What follows belongs to an exercise in optimizing a design on an open flow for small area; a production flow would make more cautious choices.
Only simulation tests tie the RTL to the original design; equivalence was not proved.
Power figures rest on the tool's default switching activity, not on a simulated workload.

===== flow/design.v =====
module rca9900 #(parameter N = 16) (
	input  [N-1:0] a,
	input  [N-1:0] b,
	input  ci,
	output [N-1:0] s,
	output co
	);
	wire [N:0] c;
	assign c[0] = ci;
	genvar i;
	generate
		for (i = 0; i < N; i = i + 1) begin : bit_
			assign s[i]   = a[i] ^ b[i] ^ c[i];
			assign c[i+1] = (a[i] & b[i]) | (c[i] & (a[i] ^ b[i]));
		end
	endgenerate
	assign co = c[N];
endmodule
module alu9900(
	input [15:0] arg1,
	input [15:0] arg2, 
	input [3:0] ope, 
	input compare,	 
	input adder_sub,	 
	output [15:0] alu_result,
	output alu_logical_gt,
	output alu_arithmetic_gt,
	output alu_flag_zero,
	output alu_flag_carry,
	output alu_flag_overflow,
	output alu_flag_parity,
	output alu_flag_parity_source
	);
	localparam load1=4'h0, load2=4'h1, add =4'h2, sub =4'h3, 
				  abs  =4'h4, aor  =4'h5, aand=4'h6, axor=4'h7,
				  andn =4'h8, coc  =4'h9, czc =4'ha, swpb=4'hb,
				  sla  =4'hc, sra  =4'hd, src =4'he, srl =4'hf;
	wire [15:0] sum;
	wire sum_co;
	wire [15:0] bx = arg2 ^ {16{adder_sub}};
	wire c8, co_h0, co_h1;
	wire [7:0] sum_h0, sum_h1;
	rca9900 #(8) adder_l(.a(arg1[7:0]), .b(bx[7:0]), .ci(adder_sub), .s(sum[7:0]), .co(c8));
	rca9900 #(8) adder_h0(.a(arg1[15:8]), .b(bx[15:8]), .ci(1'b0), .s(sum_h0), .co(co_h0));
	rca9900 #(8) adder_h1(.a(arg1[15:8]), .b(bx[15:8]), .ci(1'b1), .s(sum_h1), .co(co_h1));
	assign sum[15:8] = c8 ? sum_h1 : sum_h0;
	assign sum_co = c8 ? co_h1 : co_h0;
	reg [3:0] tt;
	always @* begin
		case (ope)
			load1:     tt = 4'b1100;	 
			load2:     tt = 4'b1010;	 
			aor:       tt = 4'b1110;
			axor:      tt = 4'b0110;
			andn, coc: tt = 4'b0100;	 
			aand, czc: tt = 4'b1000;	 
			default:   tt = 4'b0000;
		endcase
	end
	wire [15:0] lg = (arg1 & arg2 & {16{tt[3]}}) | (arg1 & ~arg2 & {16{tt[2]}}) |
	                 (~arg1 & arg2 & {16{tt[1]}}) | (~arg1 & ~arg2 & {16{tt[0]}});
	reg [15:0] r;
	reg c16;
	always @* begin
		c16 = 1'b0;
		case (ope)
			add:   begin r = sum; c16 = sum_co; end
			sub:   begin r = sum; c16 = !sum_co; end
			abs:   begin r = arg2[15] ? sum : arg2; c16 = arg2[15] & !sum_co; end
			swpb:  r = { arg2[7:0], arg2[15:8] };
			sla:   begin r = { arg2[14:0], 1'b0 }; c16 = arg2[15]; end
			sra:   begin r = { arg2[15], arg2[15:1] }; c16 = arg2[0]; end
			src:   begin r = { arg2[0], arg2[15:1] }; c16 = arg2[0]; end
			srl:   begin r = { 1'b0, arg2[15:1] }; c16 = arg2[0]; end
			default: r = lg;
		endcase
	end
	assign alu_result = r;
	wire nz = |r;
	assign alu_logical_gt = compare ? (arg2[15] && !arg1[15]) || (arg1[15]==arg2[15] && r[15]) 
											  : nz;
	assign alu_arithmetic_gt = compare ? (!arg2[15] && arg1[15]) || (arg1[15]==arg2[15] && r[15])
											  : (ope == abs) ? arg2[15] == 1'b0 && arg2 != 16'd0
											  : r[15]==1'b0 && nz;
	assign alu_flag_zero = !nz;
	assign alu_flag_carry = (ope == sub) ? !c16 : c16;
	assign alu_flag_overflow = (ope == sla) ? r[15] != arg2[15] :
										(compare || ope==sub || ope==abs) ? (arg1[15] != arg2[15] && r[15] != arg1[15]) : 
																					   (arg1[15] == arg2[15] && r[15] != arg1[15]);
	assign alu_flag_parity = ^r[15:8];
	assign alu_flag_parity_source = ^arg2[15:8];
endmodule
module tms9900(
    input clk, 
    input reset,
    output [15:0] addr_out,
    input  [15:0] data_in,
    output [15:0] data_out,
    output reg rd,
    output reg wr,
    output reg rd_now,
    input  cache_hit,
    input  use_ready,
    input  ready,
    output reg iaq,
    output reg as,
    input  int_req,
    input [3:0] ic03,
    output reg int_ack,
    input  cruin,
    output reg cruout,
    output cruclk,
    input  hold,
    output reg holda,
    input [7:0] waits,
    output reg stuck,
    output [15:0] ir_out,
    output [15:0] pc_ir_out,
    output [15:0] pc_ir_out2     
);
localparam 	
    do_pc_read=7'd0,
    do_alu_read=7'd1,
    do_fetch=7'd73,
    do_fetch0=7'd2,
    do_decode=7'd3,
    do_branch=7'd4,
    do_stuck=7'd5,
    do_read0=7'd6,
    do_read1=7'd7,
    do_read2=7'd8,
    do_read3=7'd9,
    do_write=7'd10,
    do_write0=7'd11,
    do_write1=7'd12,
    do_write2=7'd13,
    do_write3=7'd14,
    do_ir_imm=7'd15,
    do_lwpi_limi=7'd76,
    do_load_imm=7'd74,
    do_load_imm5=7'd75,
    do_read_operand0=7'd16,
    do_read_operand1=7'd77,
    do_read_operand2=7'd78,
    do_read_operand3=7'd17,
    do_read_operand4=7'd79,
    do_read_operand5=7'd18,
    do_alu_write=7'd19,
    do_dual_op=7'd115,
    do_dual_op1=7'd116,
    do_dual_op2=7'd72,
    do_dual_op3=7'd20,
    do_source_address0=7'd21,
    do_source_address1=7'd87,
    do_source_address2=7'd88,
    do_source_address3=7'd89,
    do_source_address4=7'd90,
    do_source_address5=7'd22,
    do_source_address6=7'd91,
    do_branch_b_bl=7'd112,
    do_x_instruction=7'd93,
    do_x_write0=7'd23,
    do_x_fetch=7'd24,
    do_single_op_writeback=7'd86,
    do_rtwp0=7'd25,
    do_rtwp1=7'd80,
    do_rtwp2=7'd81,
    do_rtwp3=7'd82,
    do_shifts0=7'd26,
    do_shifts1=7'd83,
    do_shifts2=7'd84,
    do_shifts3=7'd27,
    do_shifts4=7'd28,
    do_blwp00=7'd29,
    do_blwp0=7'd64,
    do_blwp_xop=7'd68,
    do_blwp1=7'd65,
    do_blwp2=7'd66,
    do_blwp3=7'd67,
    do_single_bit_cru0=7'd85,
    do_single_bit_cru1=7'd30,
    do_single_bit_cru2=7'd31,
    do_ext_instructions=7'd32,
    do_store_instructions=7'd33,
    do_coc_czc_etc0=7'd113,
    do_coc_czc_etc1=7'd114,
    do_coc_czc_etc2=7'd69,
    do_coc_czc_etc3=7'd34,
    do_xop=7'd120,
    do_ldcr0=7'd117,
    do_ldcr00=7'd35,
    do_ldcr1=7'd118,
    do_ldcr2=7'd36,
    do_ldcr3=7'd37,
    do_ldcr4=7'd38,
    do_ldcr5=7'd39,
    do_stcr0=7'd119,
    do_stcr6=7'd40,
    do_stcr7=7'd92,
    do_stcr_delay0=7'd41,
    do_stcr_delay1=7'd42,
    do_idle_wait=7'd43,
    do_mul_store0=7'd44,
    do_mul_store1=7'd45,
    do_mul_store2=7'd46,
    do_div0=7'd47,
    do_div1=7'd70,
    do_div2=7'd48,
    do_div3=7'd49,
    do_div4=7'd50,
    do_div5=7'd71,
    do_process_branch=7'd51,
    do_mul0=7'd52,
    do_mul1=7'd53,
    do_mul2=7'd54,
    do_mul3=7'd55,
    do_mul4=7'd56 ;
localparam fetch_sub1=2'd1, fetch_sub2=2'd2, fetch_sub3=3'd3;
localparam 
        alu_load1=4'h0, alu_load2=4'h1, alu_add =4'h2, alu_sub =4'h3, 
        alu_abs  =4'h4, alu_aor  =4'h5, alu_aand=4'h6, alu_axor=4'h7,
        alu_andn =4'h8, alu_coc  =4'h9, alu_czc =4'ha, alu_swpb=4'hb,
        alu_sla  =4'hc, alu_sra  =4'hd, alu_src =4'he, alu_srl =4'hf;
reg  [15:0] arg1;
reg  [15:0] arg2;
reg  [3:0]  ope;
wire [15:0] alu_result;
wire alu_logical_gt, alu_arithmetic_gt;
wire alu_flag_zero, alu_flag_carry, alu_flag_overflow;
wire alu_flag_parity, alu_flag_parity_source;
reg alu_compare;
reg [15:0] addr;     
assign addr_out = addr;
assign data_out = wr_dat;
reg operand_word;
reg  [15:0] read_byte_aligner;
reg  [15:0] ea, rd_dat;
reg  [15:0] st, pc, w;
reg cruclk_internal;
reg i_am_xop;
reg [6:0] cpu_state;
reg [5:0] cpu_state_next;            
reg [3:0] cpu_state_operand_return;  
reg read_to_arg2, set_ea_from_alu, set_dual_op_flags;
reg [15:0] wr_dat;
reg set_int_priority;
reg [15:0] reg_t, reg_t2;
reg [7:0] delay_count;
function [7:0] dec8;
    input [7:0] a;
    integer i;
    reg b;
    begin
        b = 1'b1;
        for (i = 0; i < 8; i = i + 1) begin
            dec8[i] = a[i] ^ b;
            b = b & ~a[i];
        end
    end
endfunction
reg [1:0] fetch_substate;
reg add_to_pc;
reg [15:0] ir;
reg [4:0] shift_count;
wire [4:0] shift_count_dec;
rca9900 #(5) shift_count_sub(.a(shift_count), .b(5'h1F), .ci(1'b0), .s(shift_count_dec), .co());
wire [3:0] ic03_dec;
rca9900 #(4) ic03_sub(.a(ic03), .b(4'hF), .ci(1'b0), .s(ic03_dec), .co());
wire ic03_le_mask;   
rca9900 #(4) ic03_cmp(.a(st[3:0]), .b(~ic03), .ci(1'b1), .s(), .co(ic03_le_mask));
reg [15:0] pc_ir, pc_ir2;   
reg executing_x;
assign ir_out = ir;
assign pc_ir_out = pc_ir;
assign pc_ir_out2 = pc_ir2;
localparam [7:0] cru_delay_spec = 8'h02;
reg mult_top_bit;
reg mul_carry;
assign cruclk = cruclk_internal;
always @(operand_word, rd_dat, ea)
begin
    if (operand_word)
        read_byte_aligner <= rd_dat;
    else begin
        if(ea[0] == 1'b0 )
            read_byte_aligner <= { rd_dat[15:8], 8'h00 };
        else    
            read_byte_aligner <= { rd_dat[7:0], 8'h00 };
    end
end
wire [15:0] dest_reg_addr;
wire dest_c;
wire [15:0] pc_offset = (cpu_state == do_branch) ? { {7{ir[7]}}, ir[7:0], 1'b0 } : 16'h0002;
wire [15:0] pc_sum;
rca9900 #(16) pc_adder(.a(pc), .b(pc_offset), .ci(1'b0), .s(pc_sum), .co());
rca9900 #(4) dest_adder(.a(w[4:1]), .b(ir[9:6]), .ci(1'b0), .s(dest_reg_addr[4:1]), .co(dest_c));
rca9900 #(11) dest_inc(.a(w[15:5]), .b(11'd0), .ci(dest_c), .s(dest_reg_addr[15:5]), .co());
assign dest_reg_addr[0] = w[0];
reg [5:0] operand_mode;
reg mpy_div_done;
reg mpy_div_start;
reg mpy_op;   
reg [3:0] md_count;
reg md_step;
wire [3:0] md_count_dec;
rca9900 #(4) md_count_sub(.a(md_count), .b(4'hF), .ci(1'b0), .s(md_count_dec), .co());
reg md_top;      
wire md_div_ok = md_top | alu_flag_carry;
wire [15:0] md_rem = md_div_ok ? alu_result : arg1;
wire md_do_step = !mpy_div_start && !mpy_div_done && md_step;
always @(posedge clk)
begin : mpy_div
    if (mpy_div_start == 1'b1) begin
        mpy_div_done <= 1'b0;
        md_count <= 4'b0000;
        md_step <= 1'b1;
    end else if (!mpy_div_done) begin
        if (md_step) begin
            md_count <= md_count_dec;
        end else begin
            if (md_count == 4'b0000)
                mpy_div_done <= 1'b1;
        end
        md_step <= !md_step;
    end
end
wire byte_to_high = !ea[0] || (cpu_state != do_stcr7 && operand_mode[5:4] == 2'b00);
wire [15:0] byte_merge = byte_to_high ? { alu_result[15:8], rd_dat[7:0] } : { rd_dat[15:8], alu_result[15:8] };
reg mpy_run;     
wire [3:0] ope_eff = (mpy_run && !wr_dat[0]) ? alu_load1 : ope;
alu9900 alu(
    .arg1(arg1), .arg2(arg2), .ope(ope_eff), .adder_sub(ope != alu_add), .alu_result(alu_result),
    .compare(alu_compare),
    .alu_logical_gt(alu_logical_gt), .alu_arithmetic_gt(alu_arithmetic_gt),
    .alu_flag_zero(alu_flag_zero), .alu_flag_carry(alu_flag_carry),
    .alu_flag_overflow(alu_flag_overflow), 
    .alu_flag_parity(alu_flag_parity), .alu_flag_parity_source(alu_flag_parity_source)
    );
always @(posedge clk)
begin
    if (reset == 1'b1) begin
        st <= 16'h0000;   
        pc <= 16'h1234;   
        w <= 16'h0000;    
        stuck <= 1'b0;
        mpy_run <= 1'b0;
        rd <= 1'b0;
        wr <= 1'b0;
        cruclk_internal <= 1'b0;
        cruout <= 1'b0;
        i_am_xop <= 1'b0;
        arg2 <= 16'h0000;
        ope <= alu_load2;
        cpu_state <= do_blwp00;
        delay_count = 0;
        holda <= hold;    
        set_int_priority <= 1'b0;
        int_ack <= 1'b0;
        iaq <= 1'b0;
        rd_now <= 1'b0;
        as <= 1'b0;
        read_to_arg2 <= 1'b0;
        set_ea_from_alu <= 1'b0;
        set_dual_op_flags <= 1'b0;
        add_to_pc = 1'b0;
    end else begin
        add_to_pc = 0;
        if (set_ea_from_alu) begin
            ea <= alu_result;
            set_ea_from_alu <= 0;
        end
        if (set_dual_op_flags)  
        begin
            set_dual_op_flags <= 0;
            st[15] <= alu_logical_gt;
            st[14] <= alu_arithmetic_gt;
            st[13] <= alu_flag_zero;
            if (ir[15:13] == 3'b101 || ir[15:13] == 3'b011) begin
                st[12] <= alu_flag_carry;
                st[11] <= alu_flag_overflow;
            end 	
            if (!operand_word) begin
                if (ir[15:13] == 3'b100 || ir[15:13] == 3'b110)
                    st[10] <= alu_flag_parity_source;	 
                else
                    st[10] <= alu_flag_parity;
            end 
        end    
        case(cpu_state)
			do_pc_read: begin
				    addr <= pc;
					add_to_pc = 1'b1;
					as <= 1'b1;
					rd <= 1'b1;
					cpu_state <= do_read0;
                end
            do_alu_read: begin
                    addr <= alu_result;
                    as <= 1'b1;
                    rd <= 1'b1;
                    cpu_state <= do_read0;
                end
			do_read0: begin
					cpu_state <= do_read1;
					delay_count = waits;	 
					as <= 1'b0;
                end
			do_read1: begin
					if (cache_hit == 1'b1) begin
                        delay_count = 0;
                        cpu_state <= { 1'b1, cpu_state_next };
                        rd <= 1'b0;
                        rd_dat <= data_in;
                        if (read_to_arg2) begin
                            arg2 <= data_in;
                            read_to_arg2 <= 1'b0;
                        end
                    end else begin
                        if ((use_ready==1'b0 && delay_count == 8'd0) || (ready == 1'b1)) begin
                            delay_count = 8'd0;
                            cpu_state <= do_read3;   
                            rd_now <= 1'b1;                            
                        end
                    end
                end
			do_read2: begin
					cpu_state <= do_read3;
					rd_now <= 1'b1;	 
                end
			do_read3: begin
                    cpu_state <= { 1'b1, cpu_state_next };
                    rd <= 1'b0;
                    rd_dat <= data_in;
                    rd_now <= 1'b0;
                    if (read_to_arg2) begin
                        arg2 <= data_in;
                        read_to_arg2 <= 1'b0;
                    end
                end
            do_write:
                begin
                    addr <= ea;
                    as <= 1'b1;
                    wr <= 1'b1;
                    cpu_state <= do_write0;
                end
            do_alu_write: begin
                addr <= alu_result;						
                as <= 1'b1;
                wr <= 1'b1;
                cpu_state <= do_write0;
                end
            do_write0:
                begin 
                    cpu_state <= do_write1; 
                    as <= 1'b0;
                    if (waits[7:1] == 7'd0)
                        delay_count = 7'd0;  
                    else
                        delay_count = waits;
                end
            do_write1:  begin   
                    if ((use_ready == 1'b0 && delay_count == 8'd0) || ready == 1'b1) begin
                        delay_count = 8'd0;
                        cpu_state <= do_write2;
                    end
                end
            do_write2:  cpu_state <= do_write3;
            do_write3:  begin
                    cpu_state <= { 1'b1, cpu_state_next };
                    wr <= 1'b0;
                end
            do_fetch: begin
                    if (hold == 1'b1)
                        holda <= 1'b1;
                    else begin
                        holda <= 1'b0;
                        i_am_xop <= 1'b0;
                        if (int_req == 1'b1 && ic03_le_mask) begin
                            set_int_priority <= 1'b1;
                            arg2 <= { 10'b00_0000_0000, ic03, 2'b00 };
                            ope <= alu_load2;
                            cpu_state <= do_blwp00;
                            int_ack <= 1'b1;
                        end else begin
                            iaq <= 1'b1;
                            addr <= pc;
                            add_to_pc = 1'b1;
                            as <= 1'b1;
                            rd <= 1'b1;
                            cpu_state <= do_fetch0;
                            fetch_substate <= fetch_sub1;
                        end
                    end
                end
            do_fetch0: begin
                    cpu_state <= do_decode;
                    as <= 1'b0;
                    delay_count = waits;
                    executing_x <= 1'b0;
                end
            do_decode: begin
                    if ((fetch_substate == fetch_sub1 && cache_hit==1) || fetch_substate==fetch_sub3) begin
                        if (!executing_x)
                            ir = data_in;						 
                        delay_count = 8'd0;
                        rd_now <= 0;
                        rd <= 0;
                        pc_ir2 <= pc_ir;                     
                        pc_ir <= pc;						 
                        operand_word <= 1;			 
                        iaq <= 0;
                        arg1 <= { 1'b0, w };
                        arg2 <= { 11'b0000_0000_000, ir[3:0], 1'b0 };
                        ope <= alu_add;	 
                        operand_mode <= ir[5:0]; 
                        alu_compare <= 0;
                        if (ir[15:13] == 3'b101 ||  
                            ir[15:13] == 3'b100 ||  
                            ir[15:13] == 3'b011 ||  
                            ir[15:13] == 3'b111 ||  
                            ir[15:13] == 3'b010 ||  
                            ir[15:13] == 3'b110) begin  
                            operand_word <= !ir[12];
                            cpu_state <= do_alu_read;
                            if (ir[5:4] == 2'b00) begin 
                                cpu_state_next <= do_dual_op[5:0];	 
                                set_ea_from_alu <= 1;
                            end else begin
                                cpu_state_next <= do_read_operand1[5:0];	 
                                cpu_state_operand_return <= do_dual_op[3:0];
                            end
                        end else if (ir[15:12] == 4'b0001
                             && ir[11:8] != 4'hD && ir[11:8] != 4'hE && ir[11:8] != 4'hF)
                                cpu_state <= do_branch; 
                        else if(ir[15:10] == 6'b000010) begin  
                            shift_count <= { 1'b0, ir[7:4] };
                            cpu_state <= do_shifts0;
                        end else if (ir == 16'h0380) begin  
                            arg1 <= { 1'b0, w };
                            arg2 <= { 11'b0000_0000_000, 4'hD, 1'b0 };   
                            ope <= alu_add;	
                            cpu_state <= do_rtwp0;
                        end else if (ir[15:8] == 8'h1D  ||  
                                ir[15:8] == 8'h1E  ||  
                                ir[15:8] == 8'h1F)   
                        begin
                            arg1 <= w;
                            arg2 <= { 11'b0000_0000_000, 4'hC, 1'b0 };
                            ope <= alu_add;
                            cpu_state <= do_alu_read;	 
                            cpu_state_next <= do_single_bit_cru0[5:0];
                        end else if (ir == 16'h0340 || ir == 16'h0360 || ir == 16'h03C0 || ir == 16'h03A0 || ir == 16'h03E0)
                        begin
                            cpu_state <= do_ext_instructions;
                        end else if(ir[15:4] == 12'h02c || ir[15:4] == 12'h02a)  
                            cpu_state <= do_store_instructions;
                        else if (ir[15:13] == 3'b001 && ir[12:10] != 3'b100 && ir[12:10] != 3'b101) begin
                            if (ir[12:10] == 3'b011) begin  
                                cpu_state <= do_source_address0;
                                cpu_state_operand_return <= do_xop[3:0];
                            end else begin
                                cpu_state <= do_read_operand0;
                                cpu_state_operand_return <= do_coc_czc_etc0[3:0];
                            end
                        end else if (ir[15:11] == 5'b00110) begin  
                            if (ir[9:6] == 4'b1000 || (ir[9] == 0 && ir[8:6] != 3'b000))
                                operand_word <= 0;
                            if (ir[10] == 0) begin
                                cpu_state <= do_read_operand0;
                                cpu_state_operand_return <= do_ldcr0[3:0];	 
                            end else begin
                                cpu_state <= do_source_address0;
                                cpu_state_operand_return <= do_stcr0[3:0];	 
                            end
                        end else if (ir[15:4] == 12'h020 || ir[15:4] == 12'h022 ||  
                                     ir[15:4] == 12'h024 || ir[15:4] == 12'h026 ||  
                                    ir[15:4] == 12'h028) begin 							 
                                set_ea_from_alu <= 1;
                                cpu_state <= do_pc_read;
                                cpu_state_next <= do_load_imm[5:0];
                        end else if (ir[15:9] == 7'b000_0001 && ir[4:0] == 5'b00000)
                                cpu_state <= do_ir_imm;
                        else if (ir[15:10] == 6'b00_0001) begin 
                            operand_word <= 1;
                            if (ir[5:4] == 2'b00) 
                                cpu_state <= do_branch_b_bl;
                            else begin 
                                cpu_state <= do_source_address0;
                                cpu_state_operand_return <= do_branch_b_bl[3:0];
                            end
                        end else begin
                            cpu_state <= do_stuck;		 
                        end
                    end else begin
                        case (fetch_substate)  
                            fetch_sub1: begin 
                                if ((use_ready == 1'b0 && delay_count == 8'd0) || ready == 1'b1) 
                                    fetch_substate <= fetch_sub2; 
                            end
                            fetch_sub2: begin rd_now <= 1; fetch_substate <= fetch_sub3; end
                        endcase
                    end
                end
            do_x_instruction: begin
                    ir              = rd_dat;  
                    fetch_substate  <= fetch_sub3;
                    cpu_state       <= do_decode;
                    executing_x     <= 1'b1;
                end
            do_single_op_writeback: begin
                    if (ope != alu_swpb) begin
                        st[15] <= alu_logical_gt;
                        st[14] <= alu_arithmetic_gt;
                        st[13] <= alu_flag_zero;
                        if (ope == alu_add || ope == alu_sub || ope == alu_abs) begin
                            st[12] <= alu_flag_carry;
                            st[11] <= alu_flag_overflow;
                        end
                        if (ope == alu_abs)
                            st[12] <= 0;			 
                    end 
                    cpu_state <= do_write0; addr <= ea; wr_dat <= alu_result; as <= 1; wr <= 1;
                    cpu_state_next <= do_fetch[5:0];
                end
            do_branch_b_bl: begin
                case (ir[9:6]) 
                    4'b0001: begin  
                        pc <= alu_result;	 
                        cpu_state <= do_fetch;
                        end
                    4'b1010: begin  
                        pc <= alu_result;	 
                        wr_dat <= pc;		 
                        arg1 <= { 1'b0, w };
                        arg2 <= 16'h0016;	 
                        ope <= alu_add;
                        cpu_state <= do_alu_write;
                        cpu_state_next <= do_fetch[5:0];
                        end
                    4'b0011: begin  
                        wr_dat <= 16'h0000;
                        cpu_state <= do_alu_write;
                        cpu_state_next <= do_fetch[5:0];
                        end
                    4'b1100: begin  
                        wr_dat <= 16'hFFFF;
                        cpu_state <= do_alu_write;
                        cpu_state_next <= do_fetch[5:0];
                        end
                    4'b0101: begin  
                        ea <= alu_result;	 
                        read_to_arg2 <= 1;
                        cpu_state_next <= do_single_op_writeback[5:0];
                        cpu_state <= do_read0; addr <= alu_result; as <= 1; rd <= 1; 
                        arg1 <= 17'hFFFF;
                        ope <= alu_axor;
                        end
                    4'b0100: begin  
                        ea <= alu_result;	 
                        read_to_arg2 <= 1;
                        cpu_state_next <= do_single_op_writeback[5:0];
                        cpu_state <= do_read0; addr <= alu_result; as <= 1; rd <= 1; 
                        arg1 <= 17'h0000;
                        ope <= alu_sub;
                        end
                    4'b1101: begin  
                        ea <= alu_result;	 
                        read_to_arg2 <= 1;
                        cpu_state_next <= do_single_op_writeback[5:0];
                        cpu_state <= do_read0; addr <= alu_result; as <= 1; rd <= 1; 
                        arg1 <= 17'h0000;
                        ope <= alu_abs;
                        end
                    4'b1011: begin   
                        ea <= alu_result;	 
                        read_to_arg2 <= 1;
                        cpu_state_next <= do_single_op_writeback[5:0];
                        cpu_state <= do_read0; addr <= alu_result; as <= 1; rd <= 1; 
                        arg1 <= 17'h0000;
                        ope <= alu_swpb;
                        end
                    4'b0110: begin  
                        ea <= alu_result;	 
                        read_to_arg2 <= 1;
                        cpu_state_next <= do_single_op_writeback[5:0];
                        cpu_state <= do_read0; addr <= alu_result; as <= 1; rd <= 1; 
                        arg1 <= 17'h0001;
                        ope <= alu_add;
                        end
                    4'b0111: begin   
                        ea <= alu_result;	 
                        read_to_arg2 <= 1;
                        cpu_state_next <= do_single_op_writeback[5:0];
                        cpu_state <= do_read0; addr <= alu_result; as <= 1; rd <= 1; 
                        arg1 <= 17'h0002;
                        ope <= alu_add;
                        end
                    4'b1000: begin  
                        ea <= alu_result;	 
                        read_to_arg2 <= 1;
                        cpu_state_next <= do_single_op_writeback[5:0];
                        cpu_state <= do_read0; addr <= alu_result; as <= 1; rd <= 1; 
                        arg1 <= 17'hFFFF;	 
                        ope <= alu_add;
                        end
                    4'b1001: begin  
                        ea <= alu_result;	 
                        read_to_arg2 <= 1;
                        cpu_state_next <= do_single_op_writeback[5:0];
                        cpu_state <= do_read0; addr <= alu_result; as <= 1; rd <= 1; 
                        arg1 <= 17'hFFFE;	 
                        ope <= alu_add;
                        end
                    4'b0010: begin  
                        ea <= alu_result;
                        cpu_state_next <= do_x_instruction[5:0];
                        addr <= alu_result; as <= 1; rd <= 1; cpu_state <= do_read0;
                        end
                    4'b0000:  
                        cpu_state <= do_blwp00;
                    default: 
                        cpu_state <= do_stuck;
                    endcase
                end
            do_branch: begin
                    cpu_state <= do_process_branch;  
                    case (ir[11 : 8])
                        4'b0000: begin add_to_pc=1; end	 
                        4'b0001: begin if (st[14]==0 && st[13]==0) add_to_pc = 1; end  
                        4'b0010: begin if (st[15]==0 || st[13]==1) add_to_pc = 1; end  
                        4'b0011: begin if (             st[13]==1) add_to_pc = 1; end  
                        4'b0100: begin if (st[15]==1 || st[13]==1) add_to_pc = 1; end  
                        4'b0101: begin if (             st[14]==1) add_to_pc = 1; end  
                        4'b0110: begin if (             st[13]==0) add_to_pc = 1; end  
                        4'b0111: begin if (             st[12]==0) add_to_pc = 1; end  
                        4'b1000: begin if (             st[12]==1) add_to_pc = 1; end  
                        4'b1001: begin if (             st[11]==0) add_to_pc = 1; end  
                        4'b1010: begin if (st[15]==0 && st[13]==0) add_to_pc = 1; end  
                        4'b1011: begin if (st[15]==1 && st[13]==0) add_to_pc = 1; end  
                        4'b1100: begin if (             st[10]==1) add_to_pc = 1; end  
                        default: cpu_state <= do_stuck;
                    endcase
                end
                do_process_branch: cpu_state <= do_fetch;
            do_ir_imm: begin
                    if (ir[8:5] == 4'b0111 || ir[8:5] == 4'b1000) begin	 
                        cpu_state <= do_pc_read;
                        cpu_state_next <= do_lwpi_limi[5:0];
                    end else begin
                        cpu_state <= do_stuck;
                    end
                end
            do_lwpi_limi: begin	
                    cpu_state <= do_fetch;
                    if (ir[8 : 5] == 4'b0111)
                        w <= rd_dat;	 
                    else
                        st[3 : 0] <= rd_dat[3 : 0];	 
                end
            do_load_imm: begin  
                    arg1 <= rd_dat;
                    if (ir[7:4] == 4'h0) begin
                        cpu_state <= do_load_imm5;
                        ope <= alu_load1;  
                    end else begin
                        read_to_arg2 <= 1;	 
                        addr <= ea; as <= 1; rd <= 1; cpu_state <= do_read0;	
                        case (ir[7:4] )
                            4'h0: ope <= alu_load1;  
                            4'h2: ope <= alu_add;	  
                            4'h4: ope <= alu_aand;	  
                            4'h6: ope <= alu_aor;	  
                            4'h8: begin ope <= alu_sub; alu_compare <= 1; end  
                            default:    cpu_state <= do_stuck;
                        endcase		
                        cpu_state_next <= do_load_imm5[5:0];
                    end 
                end
            do_load_imm5: begin 
                    st[15] <= alu_logical_gt;
                    st[14] <= alu_arithmetic_gt;
                    st[13] <= alu_flag_zero;
                    if (ope == alu_add ) begin
                        st[12] <= alu_flag_carry;
                        st[11] <= alu_flag_overflow;
                    end
                    if (alu_compare == 0) begin
                        wr_dat <= alu_result;	
                        cpu_state <= do_write;
                        cpu_state_next <= do_fetch[5:0];
                    end else begin
                        cpu_state <= do_fetch;
                    end
                end
            do_dual_op: begin
                    reg_t2 <= read_byte_aligner;
                    cpu_state <= do_source_address0;
                    cpu_state_operand_return <= do_dual_op1[3:0];
                    operand_mode <= ir[11:6];
                    if (ir[11:10]== 2'b00 && operand_word) begin  
                        ea <= dest_reg_addr;
                        if (ir[15:13] == 3'b110 && operand_word) begin
                            cpu_state <= do_dual_op2;
                        end else begin	 
                            addr <= dest_reg_addr; as <= 1; rd <= 1; cpu_state <= do_read0; 
                            cpu_state_next <= do_dual_op2[5:0];
                        end
                    end
                end
            do_dual_op1: begin
                    ea <= alu_result;	 
                    if (ir[15:13] == 3'b110 && operand_word) begin
                        cpu_state <= do_dual_op2;
                    end else begin
                        addr <= alu_result; as <= 1; rd <= 1; cpu_state <= do_read0; 
                        cpu_state_next <= do_dual_op2[5:0];
                    end
                end
            do_dual_op2: begin
                    if (ir[15:13] == 3'b110) begin
                        arg1 <= { 1'b0, 16'h0000 };	 
                    end else begin
                        arg1 <= { 1'b0, read_byte_aligner };
                    end
                    arg2 <= reg_t2;
                    cpu_state <= do_dual_op3;
                    alu_compare <= 0;
                    case (ir[15:13])
                        3'b101: ope <= alu_add;  
                        3'b100: begin ope <= alu_sub; alu_compare <= 1; end  
                        3'b011: ope <= alu_sub;  
                        3'b111: ope <= alu_aor;
                        3'b010: ope <= alu_andn;
                        3'b110: ope <= alu_load2;	 
                        default: cpu_state <= do_stuck;
                    endcase
                    set_dual_op_flags <= 1;	 
                end
            do_dual_op3: begin
                    if (ir[15:13] == 3'b100)
                        cpu_state <= do_fetch;	 
                    else begin
                        if (operand_word) begin
                            wr_dat <= alu_result;
                        end else begin
                            wr_dat <= byte_merge;
                        end
                        cpu_state_next <= do_fetch[5:0];
                        addr <= ea; wr <= 1; as <= 1; cpu_state <= do_write0;  
                    end
                end
            do_blwp00: begin
                    holda <= 1'b0;
                    ea <= alu_result;
                    arg1 <= { 1'b0, 16'h0002 };
                    arg2 <= alu_result;
                    ope <= alu_add;
                    addr <= alu_result;
                    as <= 1'b1;
                    rd <= 1'b1;
                    cpu_state <= do_read0;
                    cpu_state_next <= do_blwp0[5:0];
                end
            do_blwp0: begin 
                    ea <= alu_result;
                    reg_t <= rd_dat;
                    arg1  <= rd_dat;
                    if (!i_am_xop) begin
                        arg2 <= { 11'b0000_0000_000, 4'hD, 1'b0 };
                        cpu_state_next <= do_blwp1[5:0];
                    end else begin
                        arg2 <= { 11'b0000_0000_000, 4'hB, 1'b0 };
                        cpu_state_next <= do_blwp_xop[5:0];  
                    end
                    ope <= alu_add;
                    addr <= alu_result; as <= 1'b1; rd <= 1'b1; cpu_state <= do_read0;
                    int_ack <= 1'b0;  
                end
            do_blwp_xop: begin
					wr_dat <= reg_t2;				 
					ea     <= alu_result;
					arg1   <= 16'h0004;			 
					arg2   <= alu_result;		 
					cpu_state 	   <= do_write;  
					cpu_state_next <= do_blwp1[5:0];						
                end 
            do_blwp1: begin
                    wr_dat <= w;
                    ea     <= alu_result;
                    arg1   <= 16'h0002;
                    arg2   <= alu_result;		 
                    cpu_state 	    <= do_write;  
                    cpu_state_next <= do_blwp2[5:0];
                end
            do_blwp2:    
                begin
                    wr_dat <= pc;
                    ea <= alu_result;
                    arg2 <= alu_result;
                    cpu_state      <= do_write;
                    cpu_state_next <= do_blwp3[5:0];
                end
            do_blwp3:
                begin 
                    wr_dat <= st;
                    ea <= alu_result;
                    arg2 <= alu_result;
                    cpu_state <= do_write;
                    cpu_state_next <= do_fetch[5:0];
                    if (set_int_priority) begin
                        st[3:0] <= ic03_dec;
                        set_int_priority <= 1'b0;
                    end
                    pc <= rd_dat;
                    w  <= reg_t;
                    if(i_am_xop)
                        st[9] <= 1'b1;
                end
            do_rtwp0: begin
                    ea <= alu_result;		 
                    arg1 <= { 1'b0, 16'h0002 };
                    arg2 <= alu_result;
                    ope <= alu_add;
                    addr <= alu_result; as <= 1; rd <= 1; cpu_state <= do_read0;
                    cpu_state_next <= do_rtwp1[5:0];
                end
            do_rtwp1: begin
                    w <= rd_dat;			 
                    ea <= alu_result;		 
                    arg2 <= alu_result;	 
                    addr <= alu_result; as <= 1; rd <= 1; cpu_state <= do_read0;
                    cpu_state_next <= do_rtwp2[5:0];
                end
            do_rtwp2: begin
                    pc <= rd_dat;			 
                    ea <= alu_result;		 
                    addr <= alu_result; as <= 1; rd <= 1; cpu_state <= do_read0;
                    cpu_state_next <= do_rtwp3[5:0];
                end
            do_rtwp3: begin
                    st <= rd_dat;			 
                    cpu_state <= do_fetch;
                end
            do_shifts0: begin
                    ea <= alu_result;	 
                    if (shift_count == 5'b00000) begin
                        arg1 <= { 1'b0, w };
                        arg2 <= 16'h0000;
                        ope <= alu_add;
                        cpu_state <= do_alu_read;
                        cpu_state_next <= do_shifts1[5:0];
                    end else begin
                        addr <= alu_result; as <= 1; rd <= 1; cpu_state <= do_read0;
                        cpu_state_next <= do_shifts2[5:0];
                    end
                end
            do_shifts1: begin
                    shift_count <= { rd_dat[3:0] == 4'h0 ? 1'b1 : 1'b0, rd_dat[3:0]};
                    addr <= ea; as <= 1; rd <= 1; cpu_state <= do_read0;
                    cpu_state_next <= do_shifts2[5:0];
                end
            do_shifts2: begin 
                    arg2 <= rd_dat;
                    case (ir[9 : 8]) 
                        2'b00: ope <= alu_sra;
                        2'b01: ope <= alu_srl;
                        2'b10: begin ope <= alu_sla; st[11] <= 0; end	 
                        2'b11: ope <= alu_src;
                    endcase
                    cpu_state <= do_shifts3;
                end
            do_shifts3: begin 	 
                    arg2 <= alu_result;
                    st[15] <= alu_logical_gt;
                    st[14] <= alu_arithmetic_gt;
                    st[13] <= alu_flag_zero;
                    st[12] <= alu_flag_carry;
                    if (ir[9 : 8] == 2'b10 && alu_flag_overflow==1)
                        st[11] <= 1;
                    if (shift_count == 5'b00001) begin 
                        ope <= alu_load2;				 
                        cpu_state <= do_shifts4;	 
                    end else begin
                        cpu_state <= do_shifts3;	 
                    end
                    shift_count <= shift_count_dec;
                end
            do_shifts4: begin
                    wr_dat <= alu_result;
                    cpu_state <= do_write;
                    cpu_state_next <= do_fetch[5:0];
                end
            do_ext_instructions: begin
                    if (ir == 16'h0360)
                        st[3:0] <= 16'h0000;   
                    addr[15:13] <= rd_dat[7:5];
                    delay_count = cru_delay_spec;	 
                    cpu_state <= do_single_bit_cru2;  
                    if (ir == 16'h0340)
                        cpu_state <= do_idle_wait;  
                end
            do_idle_wait: begin
                    if (delay_count != 8'b0000_0000) 
                        cruclk_internal <= 1;
                    else begin
                        cruclk_internal <= 0;
                        if (int_req == 1 && ic03 == st[3:0])	 
                            cpu_state <= do_fetch;
                    end
                end
            do_single_bit_cru0: begin
                    arg1 <= { 1'b0,  
                        ir[7], ir[7], ir[7], ir[7], ir[7], ir[7], ir[7], 
                        ir[7:0],  1'b0
                        } ;
                    arg2 <= rd_dat;
                    ope <= alu_add;
                    cpu_state <= do_single_bit_cru1;
                end
            do_single_bit_cru1: begin
                    addr <= { 3'b000, alu_result[12:1], 1'b0 };
                    cruout <= ir[8];  
                    cpu_state <= do_single_bit_cru2;
                    delay_count = cru_delay_spec;  
                end
            do_single_bit_cru2: begin
                    if (ir[15:8] != 8'h1F) begin  
                        cruclk_internal <= 1;
                    end
                    if (delay_count == 8'b0000_0000) begin
                        cpu_state <= do_fetch;
                        cruclk_internal <= 0;		 
                        if (ir[15:8] == 8'h1F)  
                            st[13] <= cruin;	 
                    end
                end                
            do_store_instructions: begin  
                    wr_dat <= (ir[6:5] == 2'b10) ? st : w;
                    cpu_state <= do_alu_write;
                    cpu_state_next <= do_fetch[5:0];
                end
            do_coc_czc_etc0: begin
                    reg_t <= rd_dat;	 
                    operand_mode <= { 2'b00 , ir[9:6]};	 
                    cpu_state <= do_source_address0;			 
                    cpu_state_operand_return <= do_coc_czc_etc1[3:0];
                end
            do_coc_czc_etc1: begin
                    ea <= alu_result;	 
                    addr <= alu_result; as <= 1; rd <= 1; cpu_state <= do_read0;
                    cpu_state_next <= do_coc_czc_etc2[5:0];
                end
            do_coc_czc_etc2: begin
                    arg1 <= { 1'b0, reg_t };		 
                    arg2 <= rd_dat;	 
                    cpu_state <= do_stuck;
                    case (ir[12 : 10])
                        3'b000: begin  
                            ope <= alu_coc;
                            cpu_state <= do_coc_czc_etc3;
                            end
                        3'b001: begin  
                            ope <= alu_czc;
                            cpu_state <= do_coc_czc_etc3;
                            end
                        3'b010: begin  
                            ope <= alu_axor;
                            cpu_state <= do_coc_czc_etc3;
                            end
                        3'b110: begin  
                                cpu_state <= do_mul0;  
                            end
                        3'b111: begin  
                            arg1 <= { 1'b0, rd_dat };
                            arg2 <= reg_t;
                            ope <= alu_sub;		 
                            cpu_state <= do_div0;
                            end
                        default:  
                            cpu_state <= do_stuck;
                    endcase
                end
            do_coc_czc_etc3: begin
                    st[13] <= alu_flag_zero;
                    if (ir[12 : 11] == 2'b00) begin
                        cpu_state <= do_fetch;			 
                    end else if (ir[12 : 11] == 2'b01) begin  
                        st[15] <= alu_logical_gt;
                        st[14] <= alu_arithmetic_gt;
                        wr_dat <= alu_result;
                        cpu_state <= do_write;
                        cpu_state_next <= do_fetch[5:0];
                    end else begin
                        cpu_state <= do_stuck;
                    end
                end
            do_mul0: begin  
                    mpy_div_start <= 1'b1;
                    mpy_op <= 1'b1;
                    mpy_run <= 1'b1;
                    arg1 <= 16'h0000;
                    arg2 <= reg_t;
                    ope <= alu_add;
                    wr_dat <= rd_dat;
                    cpu_state <= do_div2;     
                end
            do_div0: begin  
                    st[11] <= 0;  
                    if ((reg_t[15]==0 && rd_dat[15]==1) || (reg_t[15] == rd_dat[15] && alu_result[15]==0)) begin
                        st[11] <= 1;	  
                        cpu_state <= do_fetch;	 
                    end else begin
                        reg_t2 <= rd_dat;    
                        arg1 <= 17'h0002;
                        arg2 <= ea;
                        ope <= alu_add;
                        cpu_state <= do_alu_read;
                        cpu_state_next <= do_div1[5:0];  
                    end
                end
            do_div1: begin 
                    mpy_div_start <= 1'b1;
                    mpy_op <= 1'b0;
                    arg1 <= { reg_t2[14:0], rd_dat[15] };
                    md_top <= reg_t2[15];
                    arg2 <= reg_t;
                    ope <= alu_sub;
                    wr_dat <= rd_dat;
                    cpu_state <= do_div2;            
                end 
            do_div2: begin 
                mpy_div_start <= 1'b0; 
                if (md_do_step) begin
                    if (mpy_op) begin
                        arg1 <= { alu_flag_carry, alu_result[15:1] };
                        wr_dat <= { alu_result[0], wr_dat[15:1] };
                    end else begin
                        reg_t2 <= md_rem;
                        arg1 <= { md_rem[14:0], wr_dat[14] };
                        md_top <= md_rem[15];
                        wr_dat <= { wr_dat[14:0], md_div_ok };
                    end
                end
                if(mpy_div_done && !mpy_div_start) 
                begin
                    cpu_state <= do_div4;
                    mpy_run <= 1'b0;
                end
            end
            do_div4: begin
                    if (mpy_op) begin
                        wr_dat <= arg1;      
                        reg_t2 <= wr_dat;    
                    end
                    arg1 <= 17'h0002;
                    arg2 <= ea;
                    ope <= alu_add;
                    cpu_state <= do_write;
                    cpu_state_next <= do_div5[5:0]; 
                end
            do_div5: begin
                    wr_dat <= reg_t2;
                    ea <= alu_result;
                    cpu_state <= do_write;
                    cpu_state_next <= do_fetch[5:0];
                end
            do_xop: begin
                    reg_t2 <= alu_result;	 
                    arg1 <= 17'h0040;
                    arg2 <= { 8'h00, 2'b00, ir[9:6], 2'b00 };	 
                    ope <= alu_add;
                    cpu_state <= do_blwp00;
                    i_am_xop <= 1;
                end
            do_ldcr0: begin	
                    reg_t <= read_byte_aligner;	 
                    arg1 <= { 1'b0, read_byte_aligner };
                    ope <= alu_load1;
                    cpu_state <= do_ldcr00;
                end
            do_ldcr00: begin
                    st[15] <= alu_logical_gt;
                    st[14] <= alu_arithmetic_gt;
                    st[13] <= alu_flag_zero;
                    if (!operand_word)
                        st[10] <= alu_flag_parity;
                    operand_mode <= 6'b001100;	 
                    cpu_state <= do_read_operand0;
                    cpu_state_operand_return <= do_ldcr1[3:0];
                end
            do_stcr0: begin
                    reg_t <= operand_word ? 16'h0001 : 16'h0100;
                    wr_dat <= 16'h0000;	 
                    reg_t2 <= alu_result;		 
                    operand_mode <= 6'b001100;	 
                    cpu_state <= do_read_operand0;
                    cpu_state_operand_return <= do_ldcr1[3:0];
                end
            do_ldcr1: begin
                    ea <= rd_dat;
                    shift_count <= { ir[9:6] == 4'b0000 ? 1'b1 : 1'b0, ir[9 : 6] };
                    cpu_state <= do_ldcr2;
                end
            do_ldcr2: begin
                    arg2 <= reg_t;
                    if (ir[10] == 0) begin
                        ope <= alu_srl;	 
                        cpu_state <= do_ldcr3;							
                    end else begin
                        ope <= alu_sla;	 
                        cpu_state <= do_stcr_delay0;  
                    end
                    addr <= { 3'b000, ea[12 : 1], 1'b0 };  
                end
            do_stcr_delay0: cpu_state <= do_stcr_delay1;
            do_stcr_delay1: cpu_state <= do_ldcr3;
            do_ldcr3: begin
                    if (ir[10] == 0) begin	 
                        cpu_state <= do_ldcr4;
                        if (operand_word)
                            cruout <= alu_flag_carry;
                        else
                            cruout <= alu_result[7];	 
                    end else begin
                        if (cruin == 1)
                            wr_dat <= wr_dat | reg_t;	
                        cpu_state <= do_ldcr5;	 
                    end
                    reg_t <= alu_result;				 
                    arg1 <= 17'h0002;
                    arg2 <= ea;
                    ope <= alu_add;
                    delay_count = cru_delay_spec;  
                end
            do_ldcr4: begin
                    cruclk_internal <= 1;
                    cpu_state <= do_ldcr5;
                end
            do_ldcr5: begin
                    if (delay_count == 8'b0000_0000) begin
                        ea <= alu_result;
                        cruclk_internal <= 0;
                        if (shift_count == 5'b00001) begin
                            if (ir[10] == 0) 
                                cpu_state <= do_fetch;		 
                            else
                                cpu_state <= do_stcr6;		 
                        end else begin
                            cpu_state <= do_ldcr2;
                        end
                        shift_count <= shift_count_dec;
                    end
                end
            do_stcr6: begin
                    st[15 : 12] <= 4'b0010;
                    if (wr_dat != 16'h0000) 
                        st[15:13] <= { 1'b1, !wr_dat[15], 1'b0 };
                    ea <= reg_t2;
                    addr <= reg_t2; as <= 1; rd <= 1; cpu_state <= do_read0;
                    cpu_state_next <= do_stcr7[5:0];
                    arg2 <= wr_dat;
                    ope <= alu_load2;
                end
            do_stcr7: begin
                    if (!operand_word) begin
                        wr_dat <= byte_merge;
                    end 
                    cpu_state_next <= do_fetch[5:0];
                    cpu_state <= do_write;
                end
            do_source_address0: begin
                    arg1 <= { 1'b0, w };
                    arg2 <= { 11'b0000_0000_000, operand_mode[3:0], 1'b0 };
                    ope <= alu_add;	 
                    case (operand_mode[5:4])
                        2'b00 : 
                            cpu_state <= { 3'b111, cpu_state_operand_return };	 
                        2'b01 : begin  
                            cpu_state <= do_alu_read;
                            cpu_state_next <= do_source_address1[5:0];
                            end
                        2'b10 : begin  
                            cpu_state <= do_pc_read;
                            if (operand_mode[3:0] == 4'b0000)
                                cpu_state_next <= do_source_address1[5:0];	 
                            else
                                cpu_state_next <= do_source_address2[5:0];	 
                            end
                        2'b11 : begin  
                            cpu_state <= do_alu_read;
                            cpu_state_next <= do_source_address4[5:0];
                            end
                        default: cpu_state <= do_stuck;
                    endcase
                end
		    do_source_address1: begin
                arg2 <= rd_dat;
                ope  <= alu_load2;
                cpu_state <= { 3'b111, cpu_state_operand_return };
                end
            do_source_address2: begin
                reg_t <= rd_dat;
                cpu_state <= do_alu_read;
                cpu_state_next <= do_source_address3[5:0];
                end
            do_source_address3: begin
                arg1 <= { 1'b0, rd_dat };	 
                arg2 <= reg_t;		 
                ope <= alu_add;
                cpu_state <= { 3'b111, cpu_state_operand_return };
                end
            do_source_address4: begin	 
                reg_t <= rd_dat;	 
                arg1 <= { 1'b0, rd_dat };
                arg2 <= operand_word ? 16'h0002 : 16'h0001;
                ope <= alu_add;
                ea <= alu_result;	 
                cpu_state <= do_source_address5;
                end
            do_source_address5: begin
                wr_dat <= alu_result; addr <= ea; as <= 1; wr <= 1; cpu_state <= do_write0;
                cpu_state_next <= do_source_address6[5:0];
                end
            do_source_address6: begin
                arg2 <= reg_t;
                ope <= alu_load2;
                cpu_state <= { 3'b111, cpu_state_operand_return };
                end
            do_read_operand0: begin
                    arg1 <= { 1'b0, w };
                    arg2 <= { 11'b0000_0000_00, operand_mode[3:0], 1'b0 };
                    ope <= alu_add;	 
                    cpu_state <= do_alu_read;	 
                    cpu_state_next <= do_read_operand1[5:0];
                end
            do_read_operand1: begin
                    case (operand_mode[5:4])
                    2'b00: begin
                        ea <= alu_result;  
                        cpu_state <= { 3'b111, cpu_state_operand_return };
                        end
                    2'b01: begin
                        ea <= rd_dat;
                        addr <= rd_dat; as <= 1; rd <= 1; cpu_state <= do_read0;
                        cpu_state_next <= { 2'b11, cpu_state_operand_return };
                        end
                    2'b10: begin
                        reg_t <= rd_dat;	 
                        cpu_state <= do_pc_read;
                        cpu_state_next <= do_read_operand2[5:0];
                        end
                    2'b11: begin
                        reg_t <= rd_dat;		 
                        ea <= alu_result;		 
                        arg1 <= { 1'b0, rd_dat };
                        arg2 <= operand_word ? 16'h0002 : 16'h0001;
                        ope <= alu_add;		 
                        cpu_state <= do_read_operand3;
                        end
                    default: 
                        cpu_state <= do_stuck;	 
                    endcase
                end
            do_read_operand2: begin
                    if (operand_mode[3:0] == 4'b0000) begin
                        ea <= rd_dat;
                        addr <= rd_dat; as <= 1; rd <= 1; cpu_state <= do_read0;
                        cpu_state_next <= { 2'b11, cpu_state_operand_return };
                    end else begin
                        arg1 <= { 1'b0, rd_dat };
                        arg2 <= reg_t;
                        ope <= alu_add;
                        cpu_state <= do_read_operand5;
                    end
                end
            do_read_operand3: begin
                    wr_dat <= alu_result;
                    addr <= ea; as <= 1; wr <= 1; cpu_state <= do_write0;
                    cpu_state_next <= do_read_operand4[5:0];
                end
            do_read_operand4: begin
                    ea <= reg_t;
                    addr <= reg_t; as <= 1; rd <= 1; cpu_state <= do_read0;
                    cpu_state_next <= { 2'b11, cpu_state_operand_return };
                end
            do_read_operand5: begin
                    ea <= alu_result;
                    addr <= alu_result; as <= 1; rd <= 1; cpu_state <= do_read0;
                    cpu_state_next <= { 2'b11, cpu_state_operand_return }; 	 
                end
            default:
                begin
                    stuck <= 1'b1;
                    holda <= hold;    
                end
        endcase
        if (delay_count)
            delay_count = dec8(delay_count);
        if (add_to_pc) 
            pc <= pc_sum;
    end
end
endmodule

===== flow/constraint.sdc =====
create_clock -name core_clock -period 10.0 [get_ports {clk}]
set_input_delay 2.0000 -clock core_clock [delete_from_list [all_inputs] [get_ports {clk}]]
set_output_delay 2.0000 -clock core_clock [all_outputs]
set_load 0.01 [all_outputs]

===== flow/config.mk =====
export PLATFORM = sky130hd
export DESIGN_NAME = tms9900
export DESIGN_NICKNAME = tms9900
export VERILOG_FILES = /design/flow/design.v
export SDC_FILE = /design/flow/constraint.sdc
export NUM_CORES = 4
export LEC_CHECK = 0
export CAP_MARGIN = 20
export CORE_MARGIN = 2
export CORE_UTILIZATION = 45
export PLACE_DENSITY = 0.65
export SLEW_MARGIN = 20

===== flow/run.sh =====
#!/bin/bash
# synth_recipe.tcl (not shown) runs the flow's synth.tcl, then flattens the netlist and writes it again
# the make line also repeats each setting of config.mk as NAME=value (left out here)
make -C /OpenROAD-flow-scripts/flow DESIGN_CONFIG=/design/flow/config.mk WORK_HOME=/design/flow/orfs CLKGATE_MAP_FILE= SYNTH_SCRIPT=/design/flow/synth_recipe.tcl finish

==> run summary <==
-- Yosys cell counts (14+ instances only) --
| cell type | n |
|---|---|
| nor4_1 | 40 |
| mux2i_1 | 64 |
| a222oi_1 | 40 |
| buf_2 | 46 |
| dfxtp_1 | 104 |
| nor3b_1 | 14 |
| o21ai_0 | 198 |
| inv_1 | 104 |
| o22ai_1 | 15 |
| nand4_1 | 48 |
| nor2_1 | 295 |
| fa_1 | 30 |
| a31oi_1 | 45 |
| nor4b_1 | 17 |
| a22o_1 | 31 |
| buf_4 | 18 |
| buf_6 | 19 |
| a21oi_1 | 199 |
| xnor2_1 | 31 |
| o211ai_1 | 45 |
| nor3_1 | 83 |
| nor2b_1 | 28 |
| ha_1 | 57 |
| a311oi_1 | 24 |
| buf_1 | 17 |
| nand2_1 | 349 |
| a221oi_1 | 78 |
| edfxtp_1 | 190 |
| a211o_1 | 19 |
| and3_1 | 23 |
| nand3_1 | 66 |
| a221o_1 | 36 |
| o31ai_1 | 18 |
| a22oi_1 | 69 |
| o221ai_1 | 21 |
| clkbuf_1 | 167 |
| or2_2 | 14 |
| a211oi_1 | 52 |
| o2111ai_1 | 18 |
| o21ai_1 | 21 |
| nand2b_1 | 27 |
-- final cells by class --
class,instances,area (µm²)
clock buffers,45,1020
flip-flops and latches,294,7790
inverters,109,409
well taps,748,936
clock inverters,23,191
diodes,10,25.0
fillers,5306,26600
multi-input cells,2388,15700
repair buffers,281,2420
-- layer usage --
metal	track usage, %	wire [µm]
met1	64.7	55700
met2	72.8	61100
met3	31.6	29300
met4	36.4	14400
met5	2.94	367
-- power by group through the flow --
stage / registers [mW] / clock network, mW / logic (mW)
2_1_floorplan: 1.73 / 0 / 2.53
3_3_place_gp: 1.83 / 0 / 4.17
3_5_place_dp: 1.84 / 0 / 4.22
4_1_cts: 1.82 / 1.38 / 4.24
5_1_grt: 1.85 / 1.43 / 4.66
6_report: 1.85 / 1.40 / 4.63
-- stage by stage --
step	setup WS [ns]	hold WS [ns]	std cells	power [mW]
detailed placement	1.14	0.442	3819	6.06
CTS	1.08	0.457	3887	7.44
finish	1.01	0.455	3898	7.88
global route	0.610	0.456	3892	7.94
floorplan	0.452	0.436	3058	4.26
global placement	1.13	0.431	3818	6.00
-- kinds of logic (layout without fill, tap and decap cells) --
| group | after synthesis | after routing | synth area share (%) |
|---|---|---|---|
| other cells | 0 | 10 | 0 |
| flops | 294 | 294 | 31.1 |
| compound gates | 1061 | 1061 | 29.9 |
| xor+xnor | 43 | 43 | 1.50 |
| buf+inv | 376 | 458 | 6.70 |
| simple gates | 1117 | 1117 | 22.3 |
| fa+ha+maj | 87 | 87 | 5.24 |
| mux | 80 | 80 | 3.28 |
-- path summary, 6_finish.rpt --
| check | start | endpoint | slack, ns | cells after the start |
|---|---|---|---|---|
| setup / recovery | ope[2] | st[10] | 1.01 | 33 |
| hold / removal | pc_ir[6] | pc_ir2[6] | 0.46 | 0 |
| setup reg to reg | ope[2] | st[10] | 1.01 | 33 |
| hold reg to reg | pc_ir[6] | pc_ir2[6] | 0.46 | 0 |
-- worst reg2reg max path, delay by kind of cell (launching register included) --
family / cells / cell delay [ns]
adder cells (fa/ha/maj): 15 / 5.19
AND/OR/NAND/NOR: 6 / 1.20
AO/OA/AOI/OAI: 4 / 0.83
flip-flops: 1 / 0.45
multiplexers: 2 / 0.45
XOR/XNOR: 2 / 0.39
buffers and inverters: 4 / 0.34
==> flow_metrics.tcl <==
set metrics [dict create \
    die-width_um 240 \
    layout.nets 3235 \
    tightest_slew_ns 1.37 \
    final_common_cell "nand2_1" \
    period_minus_slack_ns 8.99 \
    dp.final_hpwl_um 117000 \
    p_sw_mw 4.18 \
    gr-usage-all-layers_pct 54.4 \
    tns_ns 0 \
    cts_buffer_depth 3 \
    dieArea_um2 57600 \
    async_reset_ff_share_pct 0 \
    postRouteAntennaNets 0 \
    ys.flop_type "edfxtp_1" \
    critPathBufInv 4 \
    cts_tree "done" \
    cts_resized 0 \
    max-vdd-ir-drop_mv 0.200 \
    worstSkewPairLatency_ns 0.61 \
    synth_area_leaders "edfxtp_1 (23%), dfxtp_1 (8.3%), nand2_1 (5.2%)" \
    synth_edf_count 190 \
    synth_seq_cells 294 \
    p_clk_share_pct 17.7 \
    finalCritPeriodShare_pct 89.9 \
    cts_buffers 38 \
    yosysWarningCount 2 \
    cp_slowest_cell "fa_1" \
    power_density_nw_per_um2 276 \
    final_util_pct 51.8 \
    pin_count 126 \
    syn_area_um2 25100 \
    io_buffers 125 \
    critPathArrivalTime_ns 9.44 \
    htree_levels 2 \
    yosysTopAreaCell "edfxtp_1" \
    viasPerCell 7.98 \
    num_rows 86 \
    final_cell_mix "nand2_1 (348), nor2_1 (289), a21oi_1 (199)" \
    cts_setup_buffers 0 \
    synthToLayoutAreaGrowth_pct 13.9 \
    fin_skew_ns 0.0442 \
    core_region_area_um2 55100 \
    crit_top_cell "fa_1" \
    setup_violations 0 \
    synth_area_per_cell_um2 8.19 \
    layout-drive-gt1-share_pct 10.5 \
    grt_pass1_vias 28600 \
    worstPathRequired_ns 10.45 \
    sw_frac_of_total_pct 53.0 \
    hold_viol_final 0 \
    max_stage_delay_ns 0.48 \
    synth_top_cell_area_share_pct 22.8 \
    wl_um 161000 \
    slew_viol_final 0 \
    seq_power_share_pct 23.5 \
    placed_area_um2 27300 \
    synth_cell_types 117 \
    drcViolationCount 0 \
    ys_seq_area_share_pct 31.1 \
    design_area_um2 28500 \
    critPathKind "reg2reg" \
    gp_congestion 1.18 \
    die_height_um 240 \
    cap_viol_max_count 0 \
    fmax_mhz 111 \
    worstSetupStartpointType "flip-flop" \
    relSlewSlack_pct 8.74 \
    overflow 0 \
    cts_num_sinks 294 \
    cp-end-kind "flip-flop" \
    wire_per_inst_um 41.3 \
    synth_nets 3181 \
    p_int_mw 3.70 \
    pwr-share-comb_pct 58.8 \
    critical_path.top_delay_family "adder cells" \
    status "complete, no violations" \
    grt_setup_unrepaired "no" \
    holdCritPathClass "reg2reg" \
    p_leak_nw 10.2 \
    start_util_pct 45.5 \
    antenna_found_initial 13 \
    hold_buffers 0 \
    drtIter0Drc 6925 \
    crit_fanout 15 \
    grt_start_max_net_pins 65 \
    clk_pin_slew_worst_paths_ns 0.07 \
    synthesis.instances 3058 \
    root_buffer "clkbuf_16" \
    grt_pass1_wl_um 221000 \
    first_pass_iters 16 \
    num_vias 31100 \
]

-- port drivers added, routing unchanged --
No port has a modelled driver above. Below, the same layout with a new extraction and two added sets of constraints. Step 1 (the two cells are an assumption about what drives the block):
set clk [get_ports {clk}]
set_driving_cell -lib_cell sky130_fd_sc_hd__clkbuf_16 $clk
set_driving_cell -lib_cell sky130_fd_sc_hd__buf_2 [delete_from_list [all_inputs] $clk]
Step 2 times the ports against the registers' clock, not the clock port: input delays grow and output delays shrink by t, the midpoint of the rising clock arrivals with the driver on. a / b / c = no drivers / after step 1 / after step 2; a / b = the first two.
t, ns: 0.648
setup slack, ns: 1.014 / 1.014 / 1.014
worst setup path at the end: register to register
pins driven straight from the clock port: 1
After both steps setup and hold are still met in this run. The setup slack of this run moves by 0.000 ns with the drivers and by 0.000 ns with both steps.
